This is an optimization exercise on Yosys and OpenROAD, whose aim is small area and a short achievable clock period, not a production implementation.
Function was checked by simulation only, so behaviour that the tests miss may differ from the original.
No run shown here takes its clock network from TritonCTS; it comes from the design's own scripts or RTL.
The clock input has no modelled driver; a real chip could not lean on it and would need a root buffer or a full tree.
Power is estimated from default activity; no workload was simulated.

<file path="flow/design.v">
module XORmessage(f,s,d,k,r,h,x,e,
                  y);
input  f,s,d,k,r,h,x,e;
output y;
assign y = ((f & r) | (s & h)) ^ ((d & x) | (k & e));
endmodule
module XORmessage0(f,s,d,r,h,x,
                   y);
input  f,s,d,r,h,x;
output y;
assign y = ((f & r) | (s & h)) ^ (d & x);
endmodule
module XORmessage1(f,s,d,r,h,x,e,
                   y);
input  f,s,d,r,h,x,e;
output y;
assign y = ((f & r) | (s & h)) ^ ((d & x) | e);
endmodule
module GS(a3,a2,a1,a0,
          b3,b2,b1,b0);
input  a3,a2,a1,a0;
output b3,b2,b1,b0;
wire t0,t1,t2,t3,s1,s2;
assign t1 = a1 ^ ~(a0 & a2) ^ 1'b1;
assign t0 = a0 ^ ~(t1 & a3) ^ 1'b1;
assign t2 = a2 ^ ~(t0 | t1) ^ 1'b1;
assign t3 = ~(a3 ^ t2);
assign s1 = ~(t1 ^ t3);
assign s2 = t2 ^ ~(t0 & s1) ^ 1'b1;
assign b3 = t0;
assign b1 = s1;
assign b2 = s2;
assign b0 = t3;
endmodule
module SubCells(a0,a1,a2,a3,
                b0,b1,b2,b3);
input [31:0] a0,a1,a2,a3;
output[31:0] b0,b1,b2,b3;
genvar i;
generate
for (i = 0; i < 32; i = i + 1) begin : sb
    GS u(a3[i],a2[i],a1[i],a0[i],b3[i],b2[i],b1[i],b0[i]);
end
endgenerate
endmodule
module PermBits(a0,a1,a2,a3,
                b0,b1,b2,b3);
input [31:0] a0,a1,a2,a3;
output[31:0] b0,b1,b2,b3;
assign b0[0] = a0[0];
assign b0[24] = a0[1];
assign b0[16] = a0[2];
assign b0[8] = a0[3];
assign b0[1] = a0[4];
assign b0[25] = a0[5];
assign b0[17] = a0[6];
assign b0[9] = a0[7];
assign b0[2] = a0[8];
assign b0[26] = a0[9];
assign b0[18] = a0[10];
assign b0[10] = a0[11];
assign b0[3] = a0[12];
assign b0[27] = a0[13];
assign b0[19] = a0[14];
assign b0[11] = a0[15];
assign b0[4] = a0[16];
assign b0[28] = a0[17];
assign b0[20] = a0[18];
assign b0[12] = a0[19];
assign b0[5] = a0[20];
assign b0[29] = a0[21];
assign b0[21] = a0[22];
assign b0[13] = a0[23];
assign b0[6] = a0[24];
assign b0[30] = a0[25];
assign b0[22] = a0[26];
assign b0[14] = a0[27];
assign b0[7] = a0[28];
assign b0[31] = a0[29];
assign b0[23] = a0[30];
assign b0[15] = a0[31];
assign b1[8] = a1[0];
assign b1[0] = a1[1];
assign b1[24] = a1[2];
assign b1[16] = a1[3];
assign b1[9] = a1[4];
assign b1[1] = a1[5];
assign b1[25] = a1[6];
assign b1[17] = a1[7];
assign b1[10] = a1[8];
assign b1[2] = a1[9];
assign b1[26] = a1[10];
assign b1[18] = a1[11];
assign b1[11] = a1[12];
assign b1[3] = a1[13];
assign b1[27] = a1[14];
assign b1[19] = a1[15];
assign b1[12] = a1[16];
assign b1[4] = a1[17];
assign b1[28] = a1[18];
assign b1[20] = a1[19];
assign b1[13] = a1[20];
assign b1[5] = a1[21];
assign b1[29] = a1[22];
assign b1[21] = a1[23];
assign b1[14] = a1[24];
assign b1[6] = a1[25];
assign b1[30] = a1[26];
assign b1[22] = a1[27];
assign b1[15] = a1[28];
assign b1[7] = a1[29];
assign b1[31] = a1[30];
assign b1[23] = a1[31];
assign b2[16] = a2[0];
assign b2[8] = a2[1];
assign b2[0] = a2[2];
assign b2[24] = a2[3];
assign b2[17] = a2[4];
assign b2[9] = a2[5];
assign b2[1] = a2[6];
assign b2[25] = a2[7];
assign b2[18] = a2[8];
assign b2[10] = a2[9];
assign b2[2] = a2[10];
assign b2[26] = a2[11];
assign b2[19] = a2[12];
assign b2[11] = a2[13];
assign b2[3] = a2[14];
assign b2[27] = a2[15];
assign b2[20] = a2[16];
assign b2[12] = a2[17];
assign b2[4] = a2[18];
assign b2[28] = a2[19];
assign b2[21] = a2[20];
assign b2[13] = a2[21];
assign b2[5] = a2[22];
assign b2[29] = a2[23];
assign b2[22] = a2[24];
assign b2[14] = a2[25];
assign b2[6] = a2[26];
assign b2[30] = a2[27];
assign b2[23] = a2[28];
assign b2[15] = a2[29];
assign b2[7] = a2[30];
assign b2[31] = a2[31];
assign b3[24] = a3[0];
assign b3[16] = a3[1];
assign b3[8] = a3[2];
assign b3[0] = a3[3];
assign b3[25] = a3[4];
assign b3[17] = a3[5];
assign b3[9] = a3[6];
assign b3[1] = a3[7];
assign b3[26] = a3[8];
assign b3[18] = a3[9];
assign b3[10] = a3[10];
assign b3[2] = a3[11];
assign b3[27] = a3[12];
assign b3[19] = a3[13];
assign b3[11] = a3[14];
assign b3[3] = a3[15];
assign b3[28] = a3[16];
assign b3[20] = a3[17];
assign b3[12] = a3[18];
assign b3[4] = a3[19];
assign b3[29] = a3[20];
assign b3[21] = a3[21];
assign b3[13] = a3[22];
assign b3[5] = a3[23];
assign b3[30] = a3[24];
assign b3[22] = a3[25];
assign b3[14] = a3[26];
assign b3[6] = a3[27];
assign b3[31] = a3[28];
assign b3[23] = a3[29];
assign b3[15] = a3[30];
assign b3[7] = a3[31];
endmodule
module AddRoundKey(d,u,l,nl,
                   y);
input  d,u,l,nl;
output y;
assign y = (d & l) | (u & nl);
endmodule
module RoundFunction(a,
                     b);
input [127:0] a;
output[127:0] b;
wire [31:0] a0,a1,a2,a3;
wire [31:0] s0,s1,s2,s3;
wire [31:0] p0,p1,p2,p3;
genvar i;
generate
for (i = 0; i < 32; i = i + 1) begin : sl
    assign a0[i] = a[4*i];
    assign a1[i] = a[4*i+1];
    assign a2[i] = a[4*i+2];
    assign a3[i] = a[4*i+3];
    assign b[4*i]   = p0[i];
    assign b[4*i+1] = p1[i];
    assign b[4*i+2] = p2[i];
    assign b[4*i+3] = p3[i];
end
endgenerate
SubCells sc0(a0,a1,a2,a3,
             s0,s1,s2,s3);
PermBits pm0(s0,s1,s2,s3,
             p0,p1,p2,p3);
endmodule
module KeyUpdate(a,
                 b);
input [127:0] a;
output[127:0] b;
wire [31:0] a0,a1,a2,a3;
wire [31:0] b0,b1,b2,b3;
assign a0 = a[31:0];
assign a1 = a[63:32];
assign a2 = a[95:64];
assign a3 = a[127:96];
assign b3[0] = a0[12];
assign b3[1] = a0[13];
assign b3[2] = a0[14];
assign b3[3] = a0[15];
assign b3[4] = a0[0];
assign b3[5] = a0[1];
assign b3[6] = a0[2];
assign b3[7] = a0[3];
assign b3[8] = a0[4];
assign b3[9] = a0[5];
assign b3[10] = a0[6];
assign b3[11] = a0[7];
assign b3[12] = a0[8];
assign b3[13] = a0[9];
assign b3[14] = a0[10];
assign b3[15] = a0[11];
assign b3[16] = a0[18];
assign b3[17] = a0[19];
assign b3[18] = a0[20];
assign b3[19] = a0[21];
assign b3[20] = a0[22];
assign b3[21] = a0[23];
assign b3[22] = a0[24];
assign b3[23] = a0[25];
assign b3[24] = a0[26];
assign b3[25] = a0[27];
assign b3[26] = a0[28];
assign b3[27] = a0[29];
assign b3[28] = a0[30];
assign b3[29] = a0[31];
assign b3[30] = a0[16];
assign b3[31] = a0[17];
assign b0 = a1;
assign b1 = a2;
assign b2 = a3;
assign b = {b3,b2,b1,b0};
endmodule
module PelicanMAC(clk,rst,
             load_iv,
             load_k,
             load_m,
             din,
             dout,
             done);
input             clk,rst;
input             load_iv;
output            load_k;
output            load_m;
input     [127:0] din;
output    [127:0] dout;
output            done;
reg st_i, st_k, st_e, st_p, st_x, st_d;    
reg st_r, st_h, st_nk;                     
reg kc;                                    
reg [1:0] blok;                            
reg second;                                
reg last;                                  
reg lm;                                    
reg [5:0] q;                               
wire last_n = (st_e & (q == 6'd45)) | (st_p & (q == 6'd33));
wire b3     = (blok == 2'd3);
wire n_i = rst;
wire n_k = ~rst & (st_i | (st_k & ~kc) | (st_x & b3));
wire n_e = ~rst & ((st_k & kc) | (st_e & ~last));
wire n_x = ~rst & ((st_e & last & ~second) | (st_p & last));
wire n_p = ~rst & ((st_x & ~b3) | (st_p & ~last));
wire n_d = ~rst & (st_d | (st_e & last & second));
always @(posedge clk) begin
    st_i   <= n_i;
    st_k   <= n_k;
    st_e   <= n_e;
    st_p   <= n_p;
    st_x   <= n_x;
    st_d   <= n_d;
    st_r   <= n_e | n_p;
    st_h   <= n_i | n_k | n_x | n_d;
    st_nk  <= ~n_k;
    kc     <= ~rst & st_k & ~kc;
    blok   <= rst ? 2'd0 : blok + {1'b0, st_x};
    second <= ~rst & (second | (st_x & b3));
    last   <= ~rst & last_n;
    lm     <= ~rst & ((st_e & (q == 6'd45) & ~second) | (st_p & (q == 6'd33)));
    q      <= (st_k | st_x) ? 6'd1 : {q[4:0], ~(q[5] ^ q[4])};
end
assign load_k = st_k;
assign load_m = lm;
assign done   = st_d;
reg  [127:0] s;
reg  [127:0] k;
wire [127:0] sp;
wire [127:0] kuo;
wire rl = st_r & ~load_iv;       
wire hl = st_h & ~load_iv;       
wire xl = st_x | load_iv;        
wire el = st_e & ~load_iv;       
wire pl = st_p & ~load_iv;       
RoundFunction rf0(s, sp);
KeyUpdate ku0(k, kuo);
reg [127:0] kt, ke;
integer m;
always @(*) begin
    kt = 128'd0;
    ke = 128'd0;
    for (m = 0; m < 32; m = m + 1) begin
        kt[4*m+1] = k[m];     ke[4*m+1] = el;
        kt[4*m+2] = k[64+m];  ke[4*m+2] = el;
    end
    for (m = 0; m < 6; m = m + 1) begin
        kt[4*m+3] = q[m];     ke[4*m+3] = rl;
    end
end
wire [127:0] sn, kn;
genvar j;
generate
for (j = 0; j < 128; j = j + 1) begin : sb
    if (j % 4 == 0) begin : c1
        XORmessage1 mx(sp[j], s[j], din[j], rl, hl, xl, pl, sn[j]);
    end else if (j == 127) begin : c2
        XORmessage1 mx(sp[j], s[j], din[j], rl, hl, xl, rl, sn[j]);
    end else if ((j % 4 == 3) && (j / 4 >= 6)) begin : nc
        XORmessage0 mx(sp[j], s[j], din[j], rl, hl, xl, sn[j]);
    end else begin : wc
        XORmessage  mx(sp[j], s[j], din[j], kt[j], rl, hl, xl, ke[j], sn[j]);
    end
    AddRoundKey km(din[j], kuo[j], st_k, st_nk, kn[j]);
end
endgenerate
always @(posedge clk) begin
    s <= sn;
    k <= kn;
end
assign dout = s;
endmodule
</file>
<file path="flow/flow/run.sh">
#!/bin/bash
# ORFS layout through the standard.sh, with
#  - the standard flow's synthesis script, but ABC mapping for area (flow/synth.tcl),
#  - plain buf_1 cells as port buffers (the resizer upsizes where needed),
#  - a hand-built two-level clock tree (flow/cts_hook.tcl) in place of
#    TritonCTS, for a low clock insertion delay.
set -euo pipefail
here=$(cd "$(dirname "$0")" && pwd)
export BUFFER_PORTS_ARGS="-buffer_cell sky130_fd_sc_hd__buf_1"
export PRE_CTS_TCL="$here/cts_hook.tcl"
export MCTS_RLEV=2 MCTS_LLEV=2
export MCTS_ROOT=sky130_fd_sc_hd__clkbuf_16 MCTS_LEAF=sky130_fd_sc_hd__clkbuf_16
bash standard.sh SYNTH_SCRIPT="$here/synth.tcl" > standard.log 2>&1
</file>
<file path="flow/flow/abc_area.script">
strash
dch
map -a
</file>
<file path="flow/flow/cts_hook.tcl">
# PRE_CTS hook: build a shallow, balanced clock tree by hand (see mancts.tcl)
# in place of TritonCTS; the rest of ORFS's CTS step (legalisation, timing
# repair) runs as usual.
source [file join [file dirname [info script]] mancts.tcl]
man_cts $::env(MCTS_RLEV) $::env(MCTS_LLEV) $::env(MCTS_ROOT) $::env(MCTS_LEAF)
set_propagated_clock [all_clocks]
rename clock_tree_synthesis ""
proc clock_tree_synthesis {args} {
  puts "clock_tree_synthesis skipped: clock tree built by cts_hook.tcl"
}
</file>
<file path="flow/flow/mancts.tcl">
# Manual clock tree: the flip-flops are split by balanced recursive bisection
# of their placed positions into 2^(rlev+llev) groups; each group gets a leaf
# buffer at its centre, and each 2^llev neighbouring leaves a root buffer
# driven by the clock port (2^rlev roots). With llev 0 the roots drive the
# flip-flops directly.
proc man_cts {rlev llev rootcell leafcell} {
  set block [ord::get_db_block]
  set db [ord::get_db]
  set clknet [$block findNet clk]
  set sinks {}
  foreach it [$clknet getITerms] {
    lappend sinks $it
  }
  # positions
  set pts {}
  foreach it $sinks {
    set inst [$it getInst]
    set bb [$inst getBBox]
    lappend pts [list [expr {([$bb xMin]+[$bb xMax])/2}] [expr {([$bb yMin]+[$bb yMax])/2}]]
  }
  # balanced recursive bisection: split along the wider spread
  proc bisect {items levels} {
    if {$levels == 0} { return [list $items] }
    set xs {}; set ys {}
    foreach it $items { lappend xs [lindex $it 0]; lappend ys [lindex $it 1] }
    set xs [lsort -integer $xs]; set ys [lsort -integer $ys]
    set ax [expr {([lindex $xs end] - [lindex $xs 0]) >= ([lindex $ys end] - [lindex $ys 0]) ? 0 : 1}]
    set s [lsort -integer -index $ax $items]
    set h [expr {[llength $s] / 2}]
    return [concat [bisect [lrange $s 0 [expr {$h-1}]] [expr {$levels-1}]] [bisect [lrange $s $h end] [expr {$levels-1}]]]
  }
  proc centre {items} {
    set sx 0; set sy 0
    foreach it $items { incr sx [lindex $it 0]; incr sy [lindex $it 1] }
    set n [llength $items]
    return [list [expr {$sx / $n}] [expr {$sy / $n}]]
  }
  set items {}
  set i 0
  foreach p $pts { lappend items [list [lindex $p 0] [lindex $p 1] $i]; incr i }
  set groups [bisect $items [expr {$rlev + $llev}]]
  set lasg [lrepeat [llength $pts] 0]
  set lcs {}
  set g 0
  foreach grp $groups {
    lappend lcs [centre $grp]
    foreach it $grp { lset lasg [lindex $it 2] $g }
    incr g
  }
  set nleaf [expr {$llev > 0 ? [llength $groups] : 0}]
  set nroot [expr {1 << $rlev}]
  set per [expr {1 << $llev}]
  set rcs {}; set rasg {}
  for {set r 0} {$r < $nroot} {incr r} {
    set sub {}
    for {set l [expr {$r*$per}]} {$l < ($r+1)*$per} {incr l} { lappend sub [lindex $lcs $l]; lappend rasg $r }
    lappend rcs [centre $sub]
  }
  set rootm [$db findMaster $rootcell]
  set leafm [$db findMaster $leafcell]
  # root buffers
  set rnets {}
  for {set r 0} {$r < $nroot} {incr r} {
    set inst [odb::dbInst_create $block $rootm "mcts_root_$r"]
    $inst setLocation [lindex $rcs $r 0] [lindex $rcs $r 1]
    $inst setPlacementStatus PLACED
    set net [odb::dbNet_create $block "mcts_rnet_$r"]
    $net setSigType CLOCK
    [$inst findITerm A] connect $clknet
    [$inst findITerm X] connect $net
    lappend rnets $net
  }
  set dnets $rnets
  if {$nleaf > 0} {
    set dnets {}
    for {set l 0} {$l < $nleaf} {incr l} {
      set inst [odb::dbInst_create $block $leafm "mcts_leaf_$l"]
      $inst setLocation [lindex $lcs $l 0] [lindex $lcs $l 1]
      $inst setPlacementStatus PLACED
      set net [odb::dbNet_create $block "mcts_lnet_$l"]
      $net setSigType CLOCK
      [$inst findITerm A] connect [lindex $rnets [lindex $rasg $l]]
      [$inst findITerm X] connect $net
      lappend dnets $net
    }
  }
  set i 0
  foreach it $sinks {
    $it disconnect
    $it connect [lindex $dnets [lindex $lasg $i]]
    incr i
  }
}
</file>
<file path="flow/flow/synth.tcl">
# The standard synthesis script (synth_recipe.tcl), except that ABC maps
# the S-box module GS and the key-input module AddRoundKey first with ORFS's
# speed script, then everything else
# with flow/abc_area.script: area-oriented mapping without ABC's own buffering
# and sizing, which the placer's timing repair does instead. Registers,
# flattening and renaming are exactly as in synth_recipe.tcl.
set ::abc_area_script [file join [file dirname [info script]] abc_area.script]
proc synth {args} { yosys synth -nofsm -noshare {*}$args }
proc abc {args} {
  set i [lsearch -exact $args -script]
  if {$i >= 0} {
    yosys abc {*}$args GS
    yosys abc {*}$args AddRoundKey
    lset args [expr {$i + 1}] $::abc_area_script
  }
  yosys abc {*}$args
}
source $::env(SCRIPTS_DIR)/synth.tcl
# left out here: clear keep_hierarchy, flatten, clean up, hide names made inside functions, write 1_2_yosys.v
</file>
<file path="flow/standard.sh">
#!/bin/bash
# synth_recipe.tcl (not shown) runs the flow's synth.tcl, then flattens the netlist and writes it again
# the make line also repeats each setting of config.mk as NAME=value (left out here)
make -C /OpenROAD-flow-scripts/flow DESIGN_CONFIG=/design/flow/config.mk WORK_HOME=/design/flow/orfs CLKGATE_MAP_FILE= SYNTH_SCRIPT=/design/flow/synth_recipe.tcl "${@:-finish}"
</file>
<file path="flow/config.mk">
export PLATFORM = sky130hd
export DESIGN_NAME = PelicanMAC
export DESIGN_NICKNAME = PelicanMAC
export VERILOG_FILES = /design/flow/design.v
export SDC_FILE = /design/flow/constraint.sdc
export NUM_CORES = 4
export LEC_CHECK = 0
export CAP_MARGIN = 20
export CORE_MARGIN = 2
export CORE_UTILIZATION = 40
export SETUP_SLACK_MARGIN = 1.75
export SLEW_MARGIN = 20
export SYNTH_HIERARCHICAL = 1
export SYNTH_MINIMUM_KEEP_SIZE = 0
</file>
<file path="flow/constraint.sdc">
create_clock -name core_clock -period 3.5 [get_ports {clk}]
set_input_delay 0.7000 -clock core_clock [delete_from_list [all_inputs] [get_ports {clk}]]
set_output_delay 0.7000 -clock core_clock [all_outputs]
set_load 0.01 [all_outputs]
</file>
==> results.json, run 1 <==
{
  "status": "timing/DRC/antenna clean",
  "n_fill_cell": 3666,
  "clk_pin_slew_worst_paths_ns": 0.08,
  "crit_path_cell_trace": "buf_1",
  "reg2reg_slack_ns": 1.93,
  "synthCells": 1583,
  "cp_max_fo": 15,
  "clkLatencyLatePin_ns": 0.31,
  "min_to": "k[29]$_DFF_P_",
  "crit_slowest_cell": "dfxtp_4",
  "worst_ep_arrival_time_ns": 1.10,
  "viasPerCell": 5.74,
  "finalCriticalPeriod_ns": 1.80,
  "p_clk_frac": 0.232,
  "first_global_vias": 10900,
  "io_buffers": 261,
  "hold_violations": 0,
  "min_path_cells": 1,
  "drive_gt1_frac": 0.0988,
  "drtAntennaViolNets": 0,
  "leakage_nw": 5.31,
  "rsz0062_at_grt": "true",
  "synth_nets": 1716,
  "finalSetupTns_ns": 0,
  "grt_max_degree": 90,
  "hold_ws_ns": 0.440,
  "fmax_ghz": 0.557,
  "ys_seq_area_frac": 0.371,
  "period_share": 0.513,
  "ys_ff_latch": 277,
  "grt_use_total": 0.242,
  "synth_area_sq_um": 14900,
  "r2r-start": "st_h$_DFF_P_",
  "irDropWorstVdd_mv": 0.249,
  "worst-path-buf-inv": 1,
  "syn-mean-instance-area_sq_um": 9.43,
  "antenna_found_initial": 1,
  "die_h_um": 197,
  "power.internal_w": 0.00577,
  "hold_class": "register to register",
  "area_delta_synth_final_pct": 2.54,
  "reg2reg_to": "s[95]$_DFF_P_",
  "detail_route.wl_per_cell_um": 24.4,
  "crit_type": "register to primary output",
  "relSlewSlack": 0.485,
  "routed_wl_um": 50600,
  "core_sq_um": 36700,
  "tightestPinTransition_ns": 0.772,
  "rows": 70,
  "nets": 1734,
  "min_from": "k[61]$_DFF_P_",
  "critPathCaptureType": "primary output",
  "slew_viol_final": 0,
  "cp_top_family": "flip-flops",
  "start_util": 0.407,
  "pwr-share-comb": 0.260,
  "vias": 11900,
  "chipWidth_um": 197,
  "power_w": 0.00891,
  "dpl.hpwl_um": 34600,
  "synth_cell_type_count": 23,
  "critPathLaunchType": "register",
  "grt_pass1_wl_um": 71400,
  "cts_hold_buffers": 0,
  "drv_cap": 0,
  "ios": 262,
  "crit_required_ns": 2.80,
  "drc": 0,
  "power_frac_seq": 0.508,
  "reg2regPathDepth": 5,
  "fin_worst_skew_ns": 0.0212,
  "netSwitchingPower_w": 0.00314,
  "die-area_sq_um": 38900,
  "gp_congestion": 0.818,
  "overflow": 0,
  "yosysWarnings": 7,
  "cp_slowest_stage_delay_ns": 0.58,
  "p_sw_frac": 0.352,
  "drtPass1Iterations": 5,
  "finalSetupViolCount": 0,
  "power_density_nw_per_um2": 582,
  "drtIter0Drc": 1012
}
[cell usage after synthesis (all sizes together)]
cell type,instances,area share
xor2,128,0.075
nand3b,32,0.016
a22oi,200,0.10
mux2i,64,0.043
nor3,3,0.0010
o21a,1,0.00050
o211ai,32,0.016
o21ai,32,0.011
a21oi,101,0.034
a31oi,1,0.00042
nand4,3,0.0013
ha,2,0.0017
buf,288,0.14
a22o,128,0.075
clkinv,15,0.0038
xnor2,96,0.056
nand3,32,0.011
dfxtp,277,0.37
a21boi,1,0.00050
nand2,90,0.023
or2,2,0.00084
nor2,54,0.014
and3,1,0.00050
[cells in the final DEF, fill, tap and decap left out, types with 2 or more instances in the layout]
cell type / count
a22oi_1: 200
nand2_1: 90
mux2i_1: 64
buf_16: 2
clkbuf_16: 21
buf_4: 12
nor2_4: 3
buf_1: 254
buf_2: 4
o21ai_0: 32
xor2_1: 128
a22o_1: 128
a21oi_1: 101
nand3_1: 32
clkbuf_2: 3
nor2_1: 50
nor3_1: 3
clkinv_1: 15
or2_2: 2
o211ai_1: 32
nand3b_1: 32
dfxtp_1: 176
dfxtp_2: 98
buf_12: 5
ha_1: 2
nand4_1: 3
xnor2_1: 96
dfxtp_4: 3
[routing by layer]
| layer | vias up | GRT usage | share of wire |
|---|---|---|---|
| li1 | 5534 | - | - |
| met1 | 5825 | 0.339 | 0.44 |
| met2 | 456 | 0.396 | 0.46 |
| met3 | 57 | 0.0352 | 0.074 |
| met4 | 0 | 0.0493 | 0.024 |
| met5 | - | 0 | 0 |
[kinds of logic (layout without fill, tap and decap cells)]
group           count (synthesis)  count (layout)  share of synthesized area
compound gates                496             496                      0.238
buf+inv                       303             318                      0.149
flops                         277             277                      0.371
xor+xnor                      224             224                      0.131
simple gates                  217             218                     0.0666
mux                            64              64                     0.0429
fa+ha+maj                       2               2                    0.00168
other cells                     0               1                          0
[worst max path at each step]
stage,from,endpoint,slack (ns),cells after the start
6_report,st_k$_DFF_P_,load_k,1.70,1
2_1_floorplan,load_iv,s[0]$_DFF_P_,0.76,3
3_3_place_gp,load_iv,s[117]$_DFF_P_,1.21,5
4_1_cts,st_k$_DFF_P_,load_k,1.58,1
3_5_place_dp,load_iv,s[117]$_DFF_P_,1.13,5
5_1_grt,st_k$_DFF_P_,load_k,1.69,1
[modules after synthesis, one instance, submodules excluded, a selection]
module       cells inside  flops+latches
GS                     15              0
PermBits              128              0
XORmessage              3              0
PelicanMAC            335            277
XORmessage1             3              0
AddRoundKey             1              0
KeyUpdate             128              0
[power groups by stage]
stage	Combinational (W)	Clock (W)	Sequential, W
2_1_floorplan	0.00259	0	0.00428
3_3_place_gp	0.00222	0	0.00453
3_5_place_dp	0.00224	0	0.00455
4_1_cts	0.00229	0.00210	0.00450
5_1_grt	0.00252	0.00220	0.00461
6_report	0.00232	0.00207	0.00453
[stage by stage]
step | util | setup WS [ns] | cell area (sq um) | cells
4_1_cts | 0.414 | 1.58 | 15200 | 2064
6_report | 0.417 | 1.70 | 15300 | 2068
3_5_place_dp | 0.396 | 1.13 | 14500 | 2039
5_1_grt | 0.417 | 1.69 | 15300 | 2068
2_1_floorplan | - | 0.761 | 15000 | 1583
3_3_place_gp | 0.396 | 1.21 | 14500 | 2039
[registers in the layout, summed over array words and instances, names as in the netlist]
name / cells
blok: 2
k: 128
kc: 1
last: 1
lm: 1
q: 6
s: 128
second: 1
st_d: 1
st_e: 1
st_h: 1
st_i: 1
st_k: 1
st_nk: 1
st_p: 1
st_r: 1
st_x: 1
[layout make-up]
type | instances | area (sq um) | share of cell area
inverters | 15 | 56.3 | 0.00368
plain buffers | 20 | 500 | 0.0327
repair buffers | 283 | 1280 | 0.0839
multi-input cells | 1004 | 7210 | 0.471
flip-flops and latches | 277 | 5680 | 0.371
diodes | 1 | 2.50 | 0.000163
well taps | 468 | 586 | 0.0382
[what timing repair did]
action,4_1_cts,5_1_grt
resized for setup,52,58
buffers inserted,3,2
gates cloned,2,1
setup endpoints to repair,188,102
pin swaps,1,0
==> run 2, diff against run 1 <==
--- a/flow/config.mk
+++ b/flow/config.mk
@@ -10,3 +10,3 @@
 export CORE_UTILIZATION = 40
-export SETUP_SLACK_MARGIN = 1.75
+export SETUP_SLACK_MARGIN = 1.82
 export SLEW_MARGIN = 20
==> results.json, run 2 <==
{
  "status": "timing/DRC/antenna clean",
  "synth_cell_type_count": 23,
  "finalSetupViolCount": 0,
  "die-area_sq_um": 38900,
  "rsz0062_at_grt": "false",
  "drc": 0,
  "grt_pass1_wl_um": 74200,
  "hold_ws_ns": 0.434,
  "reg2reg_slack_ns": 1.88,
  "io_buffers": 261,
  "drive_gt1_frac": 0.151,
  "drt-met1-wl_um": 23300,
  "crit_slowest_cell": "dfxtp_2",
  "synth_area_sq_um": 14900,
  "drtIter0Drc": 978,
  "synthCells": 1583,
  "rows": 70,
  "area_delta_synth_final_pct": 6.13,
  "min_path_cells": 1,
  "r2r-start": "st_x$_DFF_P_",
  "gp_congestion": 0.814,
  "overflow": 0,
  "synth_common_cells": "buf_4 (288), dfxtp_1 (277), a22oi_1 (200)",
  "reg2reg_to": "s[16]$_DFF_P_",
  "ys_seq_area_frac": 0.371,
  "vias": 11900,
  "min_to": "k[85]$_DFF_P_",
  "mostFrequentLayoutCells": "buf_1 (237), a22oi_1 (171), dfxtp_1 (147)",
  "cp_max_fo": 9,
  "finalSetupTns_ns": 0,
  "crit_path_cell_trace": "buf_2",
  "power_w": 0.00902,
  "viasPerCell": 5.74,
  "min_from": "k[117]$_DFF_P_",
  "routed_wl_um": 51400,
  "first_global_vias": 11000,
  "start_util": 0.407,
  "final_common_cell": "buf_1",
  "path_depth": 1,
  "yosysTopAreaCellShare": 0.371,
  "nets": 1743,
  "core_sq_um": 36700,
  "cp_top_family": "flip-flops",
  "dpl.hpwl_um": 34300,
  "cp_slowest_stage_delay_ns": 0.45,
  "wl_met2_um": 23700,
  "period_share": 0.473,
  "drtAntennaViolNets": 0,
  "synth-edff-count": 0,
  "detail_route.wl_per_cell_um": 24.7,
  "chipWidth_um": 197,
  "yosysWarnings": 7,
  "power_density_nw_per_um2": 569,
  "drv_cap": 0,
  "grt_max_degree": 70,
  "finalCriticalPeriod_ns": 1.65,
  "fmax_ghz": 0.605,
  "ios": 262,
  "critPathCaptureType": "primary output",
  "leakage_nw": 5.52,
  "hold_class": "register to register",
  "drtPass1Iterations": 5,
  "die_h_um": 197,
  "crit_type": "register to primary output",
  "hold_violations": 0,
  "worst-path-buf-inv": 1,
  "syn-mean-instance-area_sq_um": 9.43,
  "yosys.area.top_type": "dfxtp_1",
  "grt_use_total": 0.252,
  "ys_ff_latch": 277,
  "synth_most_common_cell": "buf_4",
  "critPathLaunchType": "register",
  "antenna_found_initial": 4,
  "tightestPinTransition_ns": 0.780,
  "irDropWorstVdd_mv": 0.303,
  "highest_layer": "met5",
  "fin_worst_skew_ns": 0.0166,
  "synth_nets": 1716,
  "slew_viol_final": 0,
  "yosys_most_used_dff": "dfxtp_1",
  "relSlewSlack": 0.480,
  "synth_area_leaders": "dfxtp_1 (37%), buf_4 (14%), a22oi_1 (10%), a22o_1 (7.5%), xor2_1 (7.5%)",
  "worst_ep_arrival_time_ns": 0.95,
  "clkLatencyLatePin_ns": 0.31,
  "reg_top3": "k (128), s (128), q (6)",
  "met3_length_um": 3540,
  "crit_required_ns": 2.80,
  "clk_pin_slew_worst_paths_ns": 0.08,
  "async_reset_ff_frac": 0,
  "reg2regPathDepth": 4,
  "cts_hold_buffers": 0
}
==> run 2: cell counts after synthesis <==
Identical to the previous run, type by type.
==> run 2: layer usage <==
layer  vias up  global-route usage
met3        50              0.0411
met2       440               0.412
met4         2              0.0420
met5         -                   0
li1       5561                   -
met1      5891               0.353
==> run 2: area by class of cell <==
| cell class | count | area, sq um |
|---|---|---|
| diodes | 4 | 10.0 |
| plain buffers | 20 | 500 |
| fillers | 3612 | 20800 |
| inverters | 15 | 56.3 |
| multi-input cells | 1004 | 7350 |
| flip-flops and latches | 277 | 5790 |
| well taps | 468 | 586 |
| repair buffers | 292 | 1560 |
==> run 2: power breakdown <==
group | internal, W | switching (W) | leakage [nW]
clock network | 0.00102 | 0.00105 | 0.246
registers | 0.00370 | 0.000855 | 2.36
logic | 0.00113 | 0.00127 | 2.92
total | 0.00585 | 0.00317 | 5.52
==> run 2: per-module statistics from Yosys, one instance, submodules excluded, a selection <==
module       cells inside  copies in the design  flip-flops and latches
PelicanMAC            335                     1                     277
AddRoundKey             1                   128                       0
GS                     15                    32                       0
XORmessage1             3                    33                       0
XORmessage              3                    70                       0
PermBits              128                     1                       0
XORmessage0             3                    25                       0
KeyUpdate             128                     1                       0
==> run 2: worst max path at each step <==
| stage | startpoint | end | slack, ns |
|---|---|---|---|
| after floorplan | load_iv | s[0]$_DFF_P_ | 0.76 |
| after global placement | load_iv | s[77]$_DFF_P_ | 1.18 |
| after detailed placement | load_iv | s[46]$_DFF_P_ | 1.13 |
| after CTS | st_k$_DFF_P_ | load_k | 1.72 |
| after global routing | s[103]$_DFF_P_ | dout[103] | 1.82 |
| final | s[5]$_DFF_P_ | dout[5] | 1.85 |
==> run 2: metrics by stage <==
step	std cells	cell area (sq um)	worst slack (ns)	util
after CTS	2071	15700	1.72	0.427
after global placement	2035	14500	1.18	0.396
final	2080	15900	1.85	0.432
after global routing	2079	15800	1.82	0.432
after detailed placement	2035	14500	1.13	0.396
after floorplan	1583	15000	0.761	-
==> run 2: kinds of logic after synthesis <==
kind of cell    share of synthesized area
compound gates                      0.238
xor+xnor                            0.131
fa+ha+maj                         0.00168
buf+inv                             0.149
flops                               0.371
mux                                0.0429
simple gates                       0.0666
==> run 2: what timing repair did <==
action,CTS,global route
setup endpoints to repair,286,88
resized for setup,171,45
buffers inserted,11,3
cloned,5,2
pin swaps,3,3
==> run 3, diff against run 2 <==
--- a/flow/config.mk
+++ b/flow/config.mk
@@ -10,3 +10,3 @@
 export CORE_UTILIZATION = 40
-export SETUP_SLACK_MARGIN = 1.82
+export SETUP_SLACK_MARGIN = 1.8
 export SLEW_MARGIN = 20
==> results.json, run 3 <==
{
  "status": "timing/DRC/antenna clean",
  "area_delta_synth_final_pct": 3.66,
  "first_global_vias": 11000,
  "crit_start": "s[98]$_DFF_P_",
  "synth-edff-count": 0,
  "rows": 70,
  "finalSetupTns_ns": 0,
  "multi_input_area_sq_um": 7210,
  "power_density_nw_per_um2": 579,
  "clk_pin_slew_worst_paths_ns": 0.08,
  "hold_violations": 0,
  "overflow": 0,
  "gp_congestion": 0.818,
  "n_fill_cell": 3660,
  "drtPass1Iterations": 5,
  "clkLatencyLatePin_ns": 0.31,
  "final_common_cell": "buf_1",
  "start_util": 0.407,
  "core_sq_um": 36700,
  "die_h_um": 197,
  "ys_seq_area_frac": 0.371,
  "detail_route.wl_per_cell_um": 24.4,
  "synthCells": 1583,
  "cp_slowest_stage_delay_ns": 0.43,
  "drtAntennaViolNets": 0,
  "power_w": 0.00896,
  "finalCriticalPeriod_ns": 1.67,
  "yosys.area.top_type": "dfxtp_1",
  "finalSetupViolCount": 0,
  "placed_area_sq_um": 14500,
  "crit_path_cell_trace": "buf_1",
  "reg_top3": "k (128), s (128), q (6)",
  "synth_cell_type_count": 23,
  "fin_worst_skew_ns": 0.0206,
  "grt_use_total": 0.248,
  "vias": 11900,
  "drv_cap": 0,
  "synth_area_sq_um": 14900,
  "register_area_sq_um": 5750,
  "r2r-start": "st_k$_DFF_P_",
  "period_share": 0.478,
  "final_cell_area_sq_um": 15500,
  "async_reset_ff_frac": 0,
  "fmax_ghz": 0.597,
  "irDropWorstVdd_mv": 0.248,
  "worst_ep_arrival_time_ns": 0.97,
  "yosysWarnings": 7,
  "yosys_most_used_dff": "dfxtp_1",
  "critPathLaunchType": "register",
  "cts_hold_buffers": 0,
  "ios": 262,
  "cp_max_fo": 7,
  "synth_area_leaders": "dfxtp_1 (37%), buf_4 (14%), a22oi_1 (10%), a22o_1 (7.5%), xor2_1 (7.5%)",
  "grt_max_degree": 78,
  "tightestPinTransition_ns": 0.739,
  "synth_common_cells": "buf_4 (288), dfxtp_1 (277), a22oi_1 (200)",
  "grt_pass1_wl_um": 72900,
  "cp_top_family": "flip-flops",
  "crit_type": "register to primary output",
  "die-area_sq_um": 38900,
  "mostFrequentLayoutCells": "buf_1 (243), a22oi_1 (200), dfxtp_1 (148)",
  "synth_nets": 1716,
  "critPathCaptureType": "primary output",
  "antenna_found_initial": 2,
  "drive_gt1_frac": 0.125,
  "io_buffers": 261,
  "hold_class": "register to register",
  "relSlewSlack": 0.507,
  "rsz0062_at_grt": "true",
  "finalNonFillerCells": 2074,
  "routed_wl_um": 50600,
  "viasPerCell": 5.76,
  "yosysTopAreaCellShare": 0.371,
  "leakage_nw": 5.40,
  "nets": 1738,
  "syn-mean-instance-area_sq_um": 9.43,
  "chipWidth_um": 197,
  "drtIter0Drc": 968,
  "drc": 0,
  "worst-path-buf-inv": 1,
  "crit_slowest_cell": "dfxtp_2",
  "synth_most_common_cell": "buf_4",
  "crit_required_ns": 2.80,
  "min_from": "k[47]$_DFF_P_",
  "ys_ff_latch": 277,
  "slew_viol_final": 0,
  "dp_cells": 2039,
  "dpl.hpwl_um": 34600
}
[run 3: cell types whose count changed in the layout (fill, tap and decap cells not counted), sizes merged]
cell    before  now
bufbuf       3    1
diode        4    3
clkbuf      33   31
buf        276  275
[run 3: kinds of logic (layout without fill, tap and decap cells)]
logic type / Yosys count / count (layout) / synth area share
simple gates: 217 / 218 / 0.0666
compound gates: 496 / 496 / 0.238
fa+ha+maj: 2 / 2 / 0.00168
mux: 64 / 64 / 0.0429
buf+inv: 303 / 322 / 0.149
other cells: 0 / 3 / 0
flops: 277 / 277 / 0.371
xor+xnor: 224 / 224 / 0.131
[run 3: metal layers]
metal | global-route usage | wire length, um
met3 | 0.0391 | 3470
met5 | 0 | 0
met1 | 0.347 | 22600
met4 | 0.0593 | 1290
met2 | 0.401 | 23200
[run 3: where the power goes]
group          total (W)  internal (W)  switching [W]
Sequential       0.00454       0.00369       0.000850
Clock            0.00207       0.00102        0.00105
Combinational    0.00235       0.00109        0.00125
[run 3: layout make-up]
type	count	share of cell area
multi-input combinational	1004	0.465
sequential	277	0.372
timing repair buffer	287	0.0887
tap	468	0.0378
buffer	20	0.0323
inverter	15	0.00364
antenna	3	0.000485
[run 3: Yosys stat by module (local to each module, per instance), excerpt]
| module | flip-flops and latches | area, sq um | cells inside | copies in the design |
|---|---|---|---|---|
| XORmessage0 | 0 | 20.0 | 3 | 25 |
| XORmessage | 0 | 23.8 | 3 | 70 |
| AddRoundKey | 0 | 8.76 | 1 | 128 |
| GS | 0 | 100 | 15 | 32 |
| KeyUpdate | 0 | 961 | 128 | 1 |
| PelicanMAC | 277 | 5820 | 335 | 1 |
| PermBits | 0 | 961 | 128 | 1 |
| XORmessage1 | 0 | 21.3 | 3 | 33 |
[run 3: path summary, 6_finish.rpt]
| kind | end | slack, ns | cells past startpoint |
|---|---|---|---|
| worst min register to register | k[15]$_DFF_P_ | 0.44 | 1 |
| worst max register to register | k[108]$_DFF_P_ | 1.88 | 3 |
| worst max-delay path | dout[98] | 1.83 | 1 |
| worst min-delay path | k[15]$_DFF_P_ | 0.44 | 1 |
[run 3: timing repair]
action,in CTS,in global routing
setup buffers,7,2
cloned,3,0
setup endpoints to repair,284,75
pin swaps,2,1
gates resized for setup,121,46
[run 3: metrics by stage]
| step | hold WS, ns | setup WS (ns) | util |
|---|---|---|---|
| 3_3_place_gp | 0.422 | 1.21 | 0.396 |
| 3_5_place_dp | 0.424 | 1.13 | 0.396 |
| 2_1_floorplan | 0.416 | 0.761 | - |
| 5_1_grt | 0.451 | 1.80 | 0.422 |
| 4_1_cts | 0.440 | 1.70 | 0.419 |
| 6_report | 0.439 | 1.83 | 0.422 |
==> run 4, diff against run 3 <==
--- a/flow/config.mk
+++ b/flow/config.mk
@@ -9,3 +9,3 @@
 export CORE_MARGIN = 2
-export CORE_UTILIZATION = 40
+export CORE_UTILIZATION = 45
 export SETUP_SLACK_MARGIN = 1.8
==> results.json, run 4 <==
{
  "io_buffers": 261,
  "critPathCaptureType": "register",
  "vias": 12000,
  "area_delta_synth_final_pct": 3.89,
  "nets": 1738,
  "utilization": 0.476,
  "cts_hold_buffers": 0,
  "dpl.hpwl_um": 32300,
  "ios": 262,
  "yosys_most_used_dff": "dfxtp_1",
  "mostFrequentLayoutCells": "buf_1 (249), a22oi_1 (197), dfxtp_1 (147)",
  "finalNonFillerCells": 2045,
  "crit_required_ns": 3.74,
  "clk_pin_slew_worst_paths_ns": 0.08,
  "reg_top3": "k (128), s (128), q (6)",
  "crit_type": "primary input to register",
  "grt_pass1_wl_um": 69200,
  "pre_cts_ws_ns": 0.973,
  "status": "timing/DRC/antenna clean",
  "fmax_ghz": 0.584,
  "grt_max_degree": 129,
  "yosysTopAreaCellShare": 0.371,
  "leakage_nw": 5.40,
  "syn-mean-instance-area_sq_um": 9.43,
  "drtIter0Drc": 1095,
  "finalSetupTns_ns": 0,
  "placed_area_sq_um": 14500,
  "synth-simple-area-share": 0.0666,
  "chipWidth_um": 186,
  "die_h_um": 186,
  "synth_cell_type_count": 23,
  "routed_wl_um": 48400,
  "relSlewSlack": 0.560,
  "n_antenna_cell": 0,
  "synth_most_common_cell": "buf_4",
  "drv_cap": 0,
  "die-area_sq_um": 34700,
  "drc": 0,
  "ys_ff_latch": 277,
  "synth-edff-count": 0,
  "drtPass1Iterations": 6,
  "synth_area_leaders": "dfxtp_1 (37%), buf_4 (14%), a22oi_1 (10%), a22o_1 (7.5%), xor2_1 (7.5%)",
  "overflow": 0,
  "start_util": 0.458,
  "first_global_vias": 10700,
  "critPathLaunchType": "primary input",
  "tightestPinTransition_ns": 0.660,
  "grt_use_total": 0.266,
  "clkLatencyLatePin_ns": 0.31,
  "synth_area_sq_um": 14900,
  "detail_route.wl_per_cell_um": 23.6,
  "synthAdderAreaFrac": 0.00168,
  "finalSetupViolCount": 0,
  "drtAntennaViolNets": 0,
  "hold_class": "register to register",
  "worst_ep_arrival_time_ns": 1.95,
  "antenna_found_initial": 0,
  "cp_max_fo": 36,
  "rows": 66,
  "drive_gt1_frac": 0.124,
  "final_common_cell": "buf_1",
  "async_reset_ff_frac": 0,
  "final_cell_area_sq_um": 15500,
  "viasPerCell": 5.85,
  "muxShareOfSynthArea": 0.0429,
  "core_sq_um": 32600,
  "finalCriticalPeriod_ns": 1.71,
  "synth_nets": 1716,
  "dp_cells": 2009,
  "synth_compound_area_frac": 0.238,
  "irDropWorstVdd_mv": 0.307,
  "gp_congestion": 0.831,
  "hold_violations": 0,
  "yosys.area.top_type": "dfxtp_1",
  "rsz0062_at_grt": "true",
  "synth_common_cells": "buf_4 (288), dfxtp_1 (277), a22oi_1 (200)",
  "period_share": 0.489,
  "fin_worst_skew_ns": 0.0103,
  "synth_top_family_by_area": "compound AO/OA/AOI/OAI gates",
  "slew_viol_final": 0,
  "power_density_nw_per_um2": 575,
  "synthCells": 1583,
  "synth-xor-area-share": 0.131,
  "fin_ws_ns": 1.79,
  "ys_seq_area_frac": 0.371,
  "yosysWarnings": 7
}
## run 4: cell counts after synthesis
No cell type changed its count.
## run 4: through the flow
step | power (W) | hold slack (ns)
2_1_floorplan | 0.00687 | 0.416
3_3_place_gp | 0.00672 | 0.422
3_5_place_dp | 0.00676 | 0.425
4_1_cts | 0.00890 | 0.440
5_1_grt | 0.00934 | 0.456
6_report | 0.00893 | 0.439
## run 4: area by class of cell
cell class | instances | area (sq um)
inverters | 15 | 56.3
multi-input cells | 1005 | 7230
fillers | 3211 | 17100
repair buffers | 286 | 1440
well taps | 442 | 553
flip-flops and latches | 277 | 5740
plain buffers | 20 | 500
## run 4: Yosys stat by module, one instance, submodules excluded, a selection
module / copies in the design / cell area (sq um) / cells
GS: 32 / 100 / 15
XORmessage: 70 / 23.8 / 3
AddRoundKey: 128 / 8.76 / 1
KeyUpdate: 1 / 961 / 128
XORmessage0: 25 / 20.0 / 3
PermBits: 1 / 961 / 128
PelicanMAC: 1 / 5820 / 335
XORmessage1: 33 / 21.3 / 3
## run 4: cells by family (layout without fill, tap and decap cells)
kind of cell	count (synthesis)	after routing
compound gates	496	496
buf+inv	303	321
flops	277	277
xor+xnor	224	224
simple gates	217	219
mux	64	64
fa+ha+maj	2	2
## run 4: timing repair
item	CTS	global route
pin swaps	3	0
gates cloned	5	0
gates resized for setup	107	52
endpoints found under the setup margin	222	66
buffers inserted	11	0
## run 4: power breakdown
part	switching (W)	internal (W)
combinational	0.00126	0.00110
clock	0.00104	0.00102
sequential	0.000820	0.00369
total	0.00312	0.00581
## run 4: worst max-delay path, cell delays in order
cell,delay [ns]
buf_4,0.17
or2_4,0.33
buf_12,0.15
buf_12,0.16
a22oi_1,0.25
xor2_1,0.16
## run 4: final timing paths
path,start,slack (ns),cells past startpoint,endpoint
worst max-delay path,load_iv,1.79,6,s[61]$_DFF_P_
worst min-delay path,k[121]$_DFF_P_,0.44,1,k[89]$_DFF_P_
worst max register to register,st_r$_DFF_P_,1.94,4,s[126]$_DFF_P_
worst min register to register,k[121]$_DFF_P_,0.44,1,k[89]$_DFF_P_
## run 4: routing by layer
metal | track usage | vias to the layer above | share of wire | wire length [um]
li1 | - | 5547 | - | -
met5 | 0 | - | 0 | 0
met3 | 0.0386 | 70 | 0.082 | 3970
met2 | 0.431 | 523 | 0.46 | 22100
met4 | 0.0636 | 0 | 0.027 | 1320
met1 | 0.374 | 5820 | 0.43 | 20900
==> run 5, diff against run 4 <==
--- a/flow/config.mk
+++ b/flow/config.mk
@@ -9,3 +9,3 @@
 export CORE_MARGIN = 2
-export CORE_UTILIZATION = 45
+export CORE_UTILIZATION = 35
 export SETUP_SLACK_MARGIN = 1.8
==> results.json, run 5 <==
{
  "status": "timing/DRC/antenna clean",
  "synth_area_sq_um": 14900,
  "synth-edff-count": 0,
  "multi_input_area_sq_um": 7230,
  "p_clk_frac": 0.232,
  "ios": 262,
  "hold_violations": 0,
  "chipWidth_um": 211,
  "fmax_ghz": 0.567,
  "drtAntennaViolNets": 0,
  "power_frac_seq": 0.506,
  "critPathLaunchType": "primary input",
  "placed_area_sq_um": 14700,
  "dp_cells": 2113,
  "clkLatencyLatePin_ns": 0.32,
  "period_share": 0.504,
  "finalNonFillerCells": 2150,
  "synth_cell_type_count": 23,
  "mostFrequentLayoutCells": "buf_1 (239), a22oi_1 (195), dfxtp_1 (147)",
  "drv_cap": 0,
  "leakage_nw": 5.43,
  "synth_area_leaders": "dfxtp_1 (37%), buf_4 (14%), a22oi_1 (10%), a22o_1 (7.5%), xor2_1 (7.5%)",
  "relSlewSlack": 0.532,
  "synth_common_cells": "buf_4 (288), dfxtp_1 (277), a22oi_1 (200)",
  "power_density_nw_per_um2": 575,
  "power_w": 0.00898,
  "crit_type": "primary input to register",
  "dpl.hpwl_um": 37200,
  "die-area_sq_um": 44300,
  "detail_route.wl_per_cell_um": 24.0,
  "yosys.area.top_type": "dfxtp_1",
  "io_buffers": 261,
  "async_reset_ff_frac": 0,
  "die_h_um": 211,
  "final_common_cell": "buf_1",
  "vias": 11900,
  "antenna_found_initial": 3,
  "drtPass1Iterations": 5,
  "hold_ws_ns": 0.443,
  "routed_wl_um": 51500,
  "n_fill_cell": 4295,
  "cts_hold_buffers": 0,
  "start_util": 0.355,
  "netSwitchingPower_w": 0.00318,
  "hold_class": "register to register",
  "gp_congestion": 0.819,
  "grt_use_total": 0.222,
  "overflow": 0,
  "p_sw_frac": 0.354,
  "finalCriticalPeriod_ns": 1.76,
  "drc": 0,
  "slew_viol_final": 0,
  "fin_worst_skew_ns": 0.0187,
  "rsz0062_at_grt": "true",
  "grt_pass1_wl_um": 74600,
  "rows": 75,
  "synthCells": 1583,
  "nets": 1744,
  "first_global_vias": 11200,
  "irDropWorstVdd_mv": 0.245,
  "register_area_sq_um": 5760,
  "finalSetupTns_ns": 0,
  "critPathCaptureType": "register",
  "cp_max_fo": 94,
  "power.internal_w": 0.00580,
  "yosysTopAreaCellShare": 0.371,
  "reg_top3": "k (128), s (128), q (6)",
  "synth_most_common_cell": "buf_4",
  "synth_nets": 1716,
  "drtIter0Drc": 908,
  "yosysWarnings": 7,
  "ys_seq_area_frac": 0.371,
  "final_cell_area_sq_um": 15600,
  "ys_ff_latch": 277,
  "pwr-share-comb": 0.262,
  "finalSetupViolCount": 0,
  "area_delta_synth_final_pct": 4.62,
  "syn-mean-instance-area_sq_um": 9.43,
  "yosys_most_used_dff": "dfxtp_1",
  "tightestPinTransition_ns": 0.702,
  "core_sq_um": 42000,
  "grt_max_degree": 95,
  "worst_ep_arrival_time_ns": 1.96,
  "crit_required_ns": 3.69,
  "viasPerCell": 5.55,
  "clk_pin_slew_worst_paths_ns": 0.08,
  "drive_gt1_frac": 0.135
}
-- run 5: worst paths after layout --
| path | from | slack [ns] | to | cells past startpoint |
|---|---|---|---|---|
| worst max register to register | st_e$_DFF_P_ | 1.91 | s[10]$_DFF_P_ | 5 |
| worst min-delay path | k[48]$_DFF_P_ | 0.44 | k[16]$_DFF_P_ | 1 |
| worst max-delay path | load_iv | 1.74 | s[89]$_DFF_P_ | 5 |
| worst min register to register | k[48]$_DFF_P_ | 0.44 | k[16]$_DFF_P_ | 1 |
-- run 5: cell families after synthesis --
family | after synthesis | share of synthesized area
AO/OA/AOI/OAI | 496 | 0.238
buffers and inverters | 303 | 0.149
flip-flops | 277 | 0.371
XOR/XNOR | 224 | 0.131
AND/OR/NAND/NOR | 217 | 0.0666
multiplexers | 64 | 0.0429
adder cells (fa/ha/maj) | 2 | 0.00168
-- run 5: critical path, stage by stage --
cell and delay (ns):
buf_2 0.18, nor2_4 0.20, clkbuf_16 0.39, a22oi_1 0.17, xor2_1 0.18
-- run 5: final cells by class --
class	instances	share of cell area
Antenna cell	2	0.000320
Buffer	20	0.0320
Inverter	15	0.00360
Multi-Input combinational cell	1004	0.463
Sequential cell	277	0.368
Tap cell	539	0.0432
Timing Repair Buffer	293	0.0898
-- run 5: timing repair --
action / CTS / global route
cloned: 1 / 0
setup endpoints to repair: 287 / 149
buffers inserted: 9 / 5
pin swaps: 2 / 0
gates resized for setup: 134 / 47
-- run 5: layer usage --
metal	GRT usage	up-vias	share of wire
li1	-	5561	-
met1	0.308	5860	0.45
met2	0.357	433	0.46
met3	0.0337	74	0.068
met4	0.0631	2	0.028
met5	0	-	0.00031
-- run 5: metrics by stage --
step                      setup WS (ns)   util
after detailed placement           1.09  0.349
after floorplan                   0.761      -
after CTS                          1.68  0.368
after global routing               1.71  0.372
after global placement             1.14  0.349
final                              1.74  0.372
-- run 5: Yosys stat by module (local to each module, per instance), excerpt --
module | flip-flops and latches | cells | area, sq um
PelicanMAC | 277 | 335 | 5820
KeyUpdate | 0 | 128 | 961
XORmessage | 0 | 3 | 23.8
AddRoundKey | 0 | 1 | 8.76
XORmessage1 | 0 | 3 | 21.3
XORmessage0 | 0 | 3 | 20.0
GS | 0 | 15 | 100
-- run 5: power by group through the flow --
stage / Sequential (W) / Combinational [W] / Clock [W]
CTS: 0.00452 / 0.00234 / 0.00212
detailed placement: 0.00455 / 0.00228 / 0
finish: 0.00454 / 0.00236 / 0.00208
global placement: 0.00453 / 0.00226 / 0
global route: 0.00463 / 0.00256 / 0.00223
floorplan: 0.00428 / 0.00259 / 0
==> run 6, diff against run 5 <==
--- a/flow/config.mk
+++ b/flow/config.mk
@@ -9,3 +9,4 @@
 export CORE_MARGIN = 2
-export CORE_UTILIZATION = 35
+export CORE_UTILIZATION = 40
+export PLACE_DENSITY = 0.5
 export SETUP_SLACK_MARGIN = 1.8
==> results.json, run 6 <==
{
  "grt_use_total": 0.253,
  "n_fill_cell": 3656,
  "drtAntennaViolNets": 0,
  "drtIter0Drc": 916,
  "critPathCaptureType": "register",
  "finalSetupTns_ns": 0,
  "crit_path_cell_trace": "buf_4 > or2_4 > buf_4 > buf_16 > a22oi_2 > xor2_1",
  "hold_class": "register to register",
  "reg2reg_slack_ns": 1.90,
  "status": "timing/DRC/antenna clean",
  "pwr-share-comb": 0.265,
  "detail_route.wl_per_cell_um": 24.7,
  "viasPerCell": 5.64,
  "mostFrequentLayoutCells": "buf_1 (246), a22oi_1 (150), dfxtp_1 (146)",
  "power.internal_w": 0.00584,
  "rsz0062_at_grt": "true",
  "critPathLaunchType": "primary input",
  "drtPass1Iterations": 5,
  "antenna_found_initial": 1,
  "worst_path_most_repeated_cell": "buf_4",
  "chipWidth_um": 197,
  "drive_gt1_frac": 0.162,
  "routed_wl_um": 51500,
  "grt_max_degree": 65,
  "endpoint": "s[105]$_DFF_P_",
  "period_share": 0.502,
  "p_clk_frac": 0.230,
  "vias": 11800,
  "synth-edff-count": 0,
  "gp_congestion": 0.801,
  "power_frac_seq": 0.505,
  "reg2reg_to": "s[13]$_DFF_P_",
  "crit_start": "load_iv",
  "overflow": 0,
  "ys_seq_area_frac": 0.371,
  "clkLatencyLatePin_ns": 0.31,
  "ios": 262,
  "syn-mean-instance-area_sq_um": 9.43,
  "use_met1": 0.371,
  "synthCells": 1583,
  "first_global_vias": 10700,
  "yosysWarnings": 7,
  "die_h_um": 197,
  "yosysTopAreaCellShare": 0.371,
  "utilization": 0.434,
  "synth_area_sq_um": 14900,
  "crit_slowest_cell": "or2_4",
  "cp_top_family": "buffers and inverters",
  "cp_max_fo": 24,
  "final_common_cell": "buf_1",
  "synth_common_cells": "buf_4 (288), dfxtp_1 (277), a22oi_1 (200)",
  "cp_slowest_stage_delay_ns": 0.32,
  "gr-usage-met3": 0.0254,
  "io_buffers": 261,
  "hold_violations": 0,
  "path_depth": 6,
  "leakage_nw": 5.51,
  "fin_worst_skew_ns": 0.0120,
  "synth_cell_type_count": 23,
  "finalSetupViolCount": 0,
  "reg2regPathDepth": 5,
  "rows": 70,
  "yosys.area.top_type": "dfxtp_1",
  "relSlewSlack": 0.558,
  "synth_nets": 1716,
  "slew_viol_final": 0,
  "pre_cts_ws_ns": 1.08,
  "start_util": 0.407,
  "async_reset_ff_frac": 0,
  "fmax_ghz": 0.570,
  "synth_area_leaders": "dfxtp_1 (37%), buf_4 (14%), a22oi_1 (10%), a22o_1 (7.5%), xor2_1 (7.5%)",
  "worst_ep_arrival_time_ns": 1.97,
  "dpl.hpwl_um": 34500,
  "drv_cap": 0,
  "fin_ws_ns": 1.74,
  "power_density_nw_per_um2": 567,
  "drc": 0,
  "crit_required_ns": 3.71,
  "tightestPinTransition_ns": 0.663,
  "clk_pin_slew_worst_paths_ns": 0.08,
  "core_sq_um": 36700,
  "die-area_sq_um": 38900,
  "reg_top3": "k (128), s (128), q (6)",
  "netSwitchingPower_w": 0.00319,
  "grt_util_met2": 0.402,
  "p_sw_frac": 0.353,
  "ys_ff_latch": 277,
  "grt_pass1_wl_um": 73700,
  "r2r-start": "st_e$_DFF_P_",
  "grt.busiest_layer": "met2",
  "yosys_most_used_dff": "dfxtp_1",
  "nets": 1749,
  "worst-path-buf-inv": 3,
  "irDropWorstVdd_mv": 0.241,
  "finalCriticalPeriod_ns": 1.76,
  "synth_most_common_cell": "buf_4",
  "crit_type": "primary input to register",
  "area_delta_synth_final_pct": 6.67
}
## run 6: cell counts after synthesis
No cell type changed its count.
## run 6: worst min path at each step
| stage | cells after the start | startpoint | to |
|---|---|---|---|
| 6_report | 1 | k[96]$_DFF_P_ | k[64]$_DFF_P_ |
| 5_1_grt | 1 | k[113]$_DFF_P_ | k[81]$_DFF_P_ |
| 4_1_cts | 1 | k[96]$_DFF_P_ | k[64]$_DFF_P_ |
| 3_5_place_dp | 1 | k[96]$_DFF_P_ | k[64]$_DFF_P_ |
| 3_3_place_gp | 1 | k[50]$_DFF_P_ | k[18]$_DFF_P_ |
| 2_1_floorplan | 2 | q[1]$_SDFF_PP0_ | q[2]$_SDFF_PP0_ |
## run 6: cell type report
type / count / area, sq um / share of cell area
Tap cell: 468 / 586 / 0.0368
Inverter: 15 / 56.3 / 0.00353
Buffer: 20 / 500 / 0.0314
Timing Repair Buffer: 297 / 1560 / 0.0981
Antenna cell: 1 / 2.50 / 0.000157
Sequential cell: 277 / 5760 / 0.361
Multi-Input combinational cell: 1005 / 7470 / 0.469
## run 6: kinds of logic (layout without fill, tap and decap cells)
group	count (synthesis)	in the layout	share of synthesized area
xor gates and xnor gates	224	224	0.131
DFF	277	277	0.371
other	0	1	0
and+or+nand+nor	217	219	0.0666
adders and majority gates	2	2	0.00168
buffers and inverters	303	332	0.149
AOI/OAI and AO/OA	496	496	0.238
muxes	64	64	0.0429
## run 6: repair_timing
item,4_1_cts,5_1_grt
hold buffers,0,0
pin swaps,3,2
buffers inserted,13,4
setup endpoints to repair,235,101
gates resized for setup,120,97
gates cloned,7,0
## run 6: per-module statistics from Yosys (local to each module, per instance), a selection
module       cell area, sq um  flops+latches  copies in the design  cells
AddRoundKey              8.76              0                   128      1
XORmessage               23.8              0                    70      3
XORmessage0              20.0              0                    25      3
GS                        100              0                    32     15
XORmessage1              21.3              0                    33      3
PermBits                  961              0                     1    128
KeyUpdate                 961              0                     1    128
PelicanMAC               5820            277                     1    335
## run 6: layer usage
layer / vias to the layer above / wire length, um / share of wire
li1: 5569 / - / -
met1: 5780 / 24100 / 0.47
met2: 352 / 23600 / 0.46
met3: 53 / 2610 / 0.051
met4: 0 / 1210 / 0.024
met5: - / 0 / 0
## run 6: through the flow
stage / cell area, sq um / hold slack [ns] / total power (W) / std cells
finish: 15900 / 0.442 / 0.00903 / 2083
global route: 15900 / 0.452 / 0.00948 / 2083
CTS: 15600 / 0.441 / 0.00898 / 2078
detailed placement: 14600 / 0.423 / 0.00681 / 2038
global placement: 14600 / 0.422 / 0.00679 / 2038
floorplan: 15000 / 0.416 / 0.00687 / 1583
## run 6: power by group through the flow
stage          clock network [W]  logic [W]  registers [W]
6_report                 0.00208    0.00239        0.00456
5_1_grt                  0.00223    0.00260        0.00465
4_1_cts                  0.00210    0.00236        0.00452
3_5_place_dp                   0    0.00227        0.00454
3_3_place_gp                   0    0.00226        0.00453
2_1_floorplan                  0    0.00259        0.00428
==> run 7, diff against run 6 <==
--- a/flow/config.mk
+++ b/flow/config.mk
@@ -10,3 +10,3 @@
 export CORE_UTILIZATION = 40
-export PLACE_DENSITY = 0.5
+export PLACE_DENSITY = 0.7
 export SETUP_SLACK_MARGIN = 1.8
==> results.json, run 7 <==
{
  "synthCells": 1583,
  "fin_worst_skew_ns": 0.0168,
  "viasPerCell": 5.84,
  "vias": 12100,
  "mostFrequentLayoutCells": "buf_1 (246), a22oi_1 (192), dfxtp_1 (148)",
  "drive_gt1_frac": 0.129,
  "utilization": 0.426,
  "yosys_most_used_dff": "dfxtp_1",
  "power.internal_w": 0.00581,
  "crit_required_ns": 3.72,
  "crit_type": "primary input to register",
  "reg_top3": "k (128), s (128), q (6)",
  "overflow": 0,
  "p_clk_frac": 0.229,
  "p_sw_frac": 0.353,
  "syn-mean-instance-area_sq_um": 9.43,
  "die-area_sq_um": 38900,
  "critPathLaunchType": "primary input",
  "hold_violations": 0,
  "drc": 0,
  "ys_ff_latch": 277,
  "worst_ep_arrival_time_ns": 1.91,
  "pwr-share-comb": 0.265,
  "rows": 70,
  "fmax_ghz": 0.592,
  "clk_pin_slew_worst_paths_ns": 0.07,
  "status": "timing/DRC/antenna clean",
  "relSlewSlack": 0.429,
  "async_reset_ff_frac": 0,
  "drv_cap": 0,
  "rsz0062_at_grt": "true",
  "die_h_um": 197,
  "drtIter0Drc": 1208,
  "leakage_nw": 5.43,
  "synth_area_leaders": "dfxtp_1 (37%), buf_4 (14%), a22oi_1 (10%), a22o_1 (7.5%), xor2_1 (7.5%)",
  "slew_viol_final": 0,
  "tightestPinTransition_ns": 0.857,
  "core_sq_um": 36700,
  "drt-met1-wl_um": 21900,
  "power_w": 0.00898,
  "dpl.hpwl_um": 34600,
  "synth_common_cells": "buf_4 (288), dfxtp_1 (277), a22oi_1 (200)",
  "met3_length_um": 4810,
  "nets": 1739,
  "synth_cell_type_count": 23,
  "chipWidth_um": 197,
  "critPathCaptureType": "register",
  "synth_most_common_cell": "buf_4",
  "clkLatencyLatePin_ns": 0.31,
  "grt_pass1_wl_um": 73400,
  "gp_congestion": 0.815,
  "yosysWarnings": 7,
  "area_delta_synth_final_pct": 4.75,
  "antenna_found_initial": 6,
  "detail_route.wl_per_cell_um": 25.1,
  "yosysTopAreaCellShare": 0.371,
  "final_common_cell": "buf_1",
  "yosys.area.top_type": "dfxtp_1",
  "start_util": 0.407,
  "hold_class": "register to register",
  "cts_hold_buffers": 0,
  "finalSetupViolCount": 0,
  "synth-edff-count": 0,
  "routed_wl_um": 52200,
  "crit_slowest_cell": "or2_4",
  "synth_area_sq_um": 14900,
  "ys_seq_area_frac": 0.371,
  "drtPass1Iterations": 6,
  "crit_path_cell_trace": "buf_6 > or2_4 > buf_12 > clkbuf_16 > a22oi_1 > xor2_1",
  "power_frac_seq": 0.506,
  "first_global_vias": 11200,
  "period_share": 0.483,
  "finalCriticalPeriod_ns": 1.69,
  "cp_slowest_stage_delay_ns": 0.31,
  "io_buffers": 261,
  "grt_max_degree": 68,
  "netSwitchingPower_w": 0.00317,
  "wl_met2_um": 23800,
  "synth_nets": 1716,
  "grt_use_total": 0.251,
  "finalSetupTns_ns": 0,
  "ios": 262,
  "irDropWorstVdd_mv": 0.267,
  "cp_max_fo": 16,
  "drtAntennaViolNets": 0,
  "highest_layer": "met5",
  "power_density_nw_per_um2": 574
}
[run 7: cell type report]
cell class | instances | area (sq um)
Fill cell | 3605 | 21100
Inverter | 15 | 56.3
Tap cell | 468 | 586
Buffer | 20 | 500
Multi-Input combinational cell | 1005 | 7250
Sequential cell | 277 | 5750
Timing Repair Buffer | 287 | 1490
Antenna cell | 5 | 12.5
[run 7: repair_timing]
action / CTS / global route
pin swaps: 3 / 3
cloned: 6 / 2
endpoints found under the setup margin: 233 / 132
gates resized for setup: 123 / 51
buffers inserted: 9 / 0
[run 7: worst max-delay path, delay by kind of cell]
family                    cells  cell delay [ns]
and+or+nand+nor               1             0.31
xor gates and xnor gates      1             0.19
buffers and inverters         3             0.48
AOI/OAI and AO/OA             1             0.22
[run 7: cell families (layout without fill, tap and decap cells)]
kind of cell	after synthesis	in the layout	share of synthesized area
xor+xnor	224	224	0.131
simple gates	217	219	0.0666
compound gates	496	496	0.238
mux	64	64	0.0429
fa+ha+maj	2	2	0.00168
flops	277	277	0.371
buf+inv	303	322	0.149
other cells	0	5	0
[run 7: modules after synthesis (local to each module, per instance), a selection]
module       times used  flops+latches  area, sq um  cells
PermBits              1              0          961    128
AddRoundKey         128              0         8.76      1
GS                   32              0          100     15
PelicanMAC            1            277         5820    335
XORmessage           70              0         23.8      3
XORmessage0          25              0         20.0      3
XORmessage1          33              0         21.3      3
KeyUpdate             1              0          961    128
[run 7: routing by layer]
layer	vias up	track usage
li1	5557	-
met1	5935	0.335
met2	540	0.402
met3	84	0.0598
met4	4	0.0788
met5	-	0
[run 7: through the flow]
stage,hold WS (ns),instances,cell area (sq um),setup slack [ns]
2_1_floorplan,0.416,1583,15000,0.761
3_3_place_gp,0.422,2035,14500,0.984
3_5_place_dp,0.426,2035,14500,0.941
4_1_cts,0.437,2070,15500,1.79
5_1_grt,0.455,2074,15600,1.80
6_report,0.438,2077,15600,1.81
[run 7: power groups by stage]
stage	sequential, W	clock, W	combinational [W]
global placement	0.00450	0	0.00223
CTS	0.00450	0.00208	0.00235
floorplan	0.00428	0	0.00259
global route	0.00462	0.00220	0.00258
finish	0.00454	0.00205	0.00238
detailed placement	0.00452	0	0.00226
[run 7: worst paths after layout]
kind             startpoint              to  slack (ns)  cells past startpoint
min          k[108]$_DFF_P_   k[76]$_DFF_P_        0.44                      1
min reg2reg  k[108]$_DFF_P_   k[76]$_DFF_P_        0.44                      1
max reg2reg   st_nk$_DFF_P_  k[108]$_DFF_P_        1.84                      2
max                 load_iv   s[65]$_DFF_P_        1.81                      6

==> afterwards: timing with drivers on the ports <==
The flow's constraints put no driver on any port. The routed layouts listed below were extracted and timed again, unchanged, in two steps.
Step 1, drivers: a clkbuf_16 drives clk and a buf_2 each remaining input, both assumed.
Step 2 adds t to the input delays and takes it off the output delays; t is the mean of the earliest and latest rising clock arrival at the registers after step 1. Input paths then give back, and output paths get back, about the clock's delay inside the block.
a / b / c = no drivers / after step 1 / after step 2; a / b = the first two.
run	shift t [ns]	setup slack, ns	cell pins on the clock port's net
run 1	0.412	1.704 / 1.596 / 1.391	4
run 2	0.415	1.846 / 1.735 / 1.524	4
run 3	0.411	1.826 / 1.717 / 1.521	4
run 4	0.413	1.788 / 1.701 / 1.460	4
run 5	0.416	1.736 / 1.707 / 1.400	4
run 6	0.419	1.745 / 1.716 / 1.413	4
run 7	0.410	1.810 / 1.717 / 1.464	4
After both steps setup and hold are still met in every run listed. The setup slack of run 7, which loses most, moves by -0.093 ns with the drivers and by -0.346 ns with both steps.
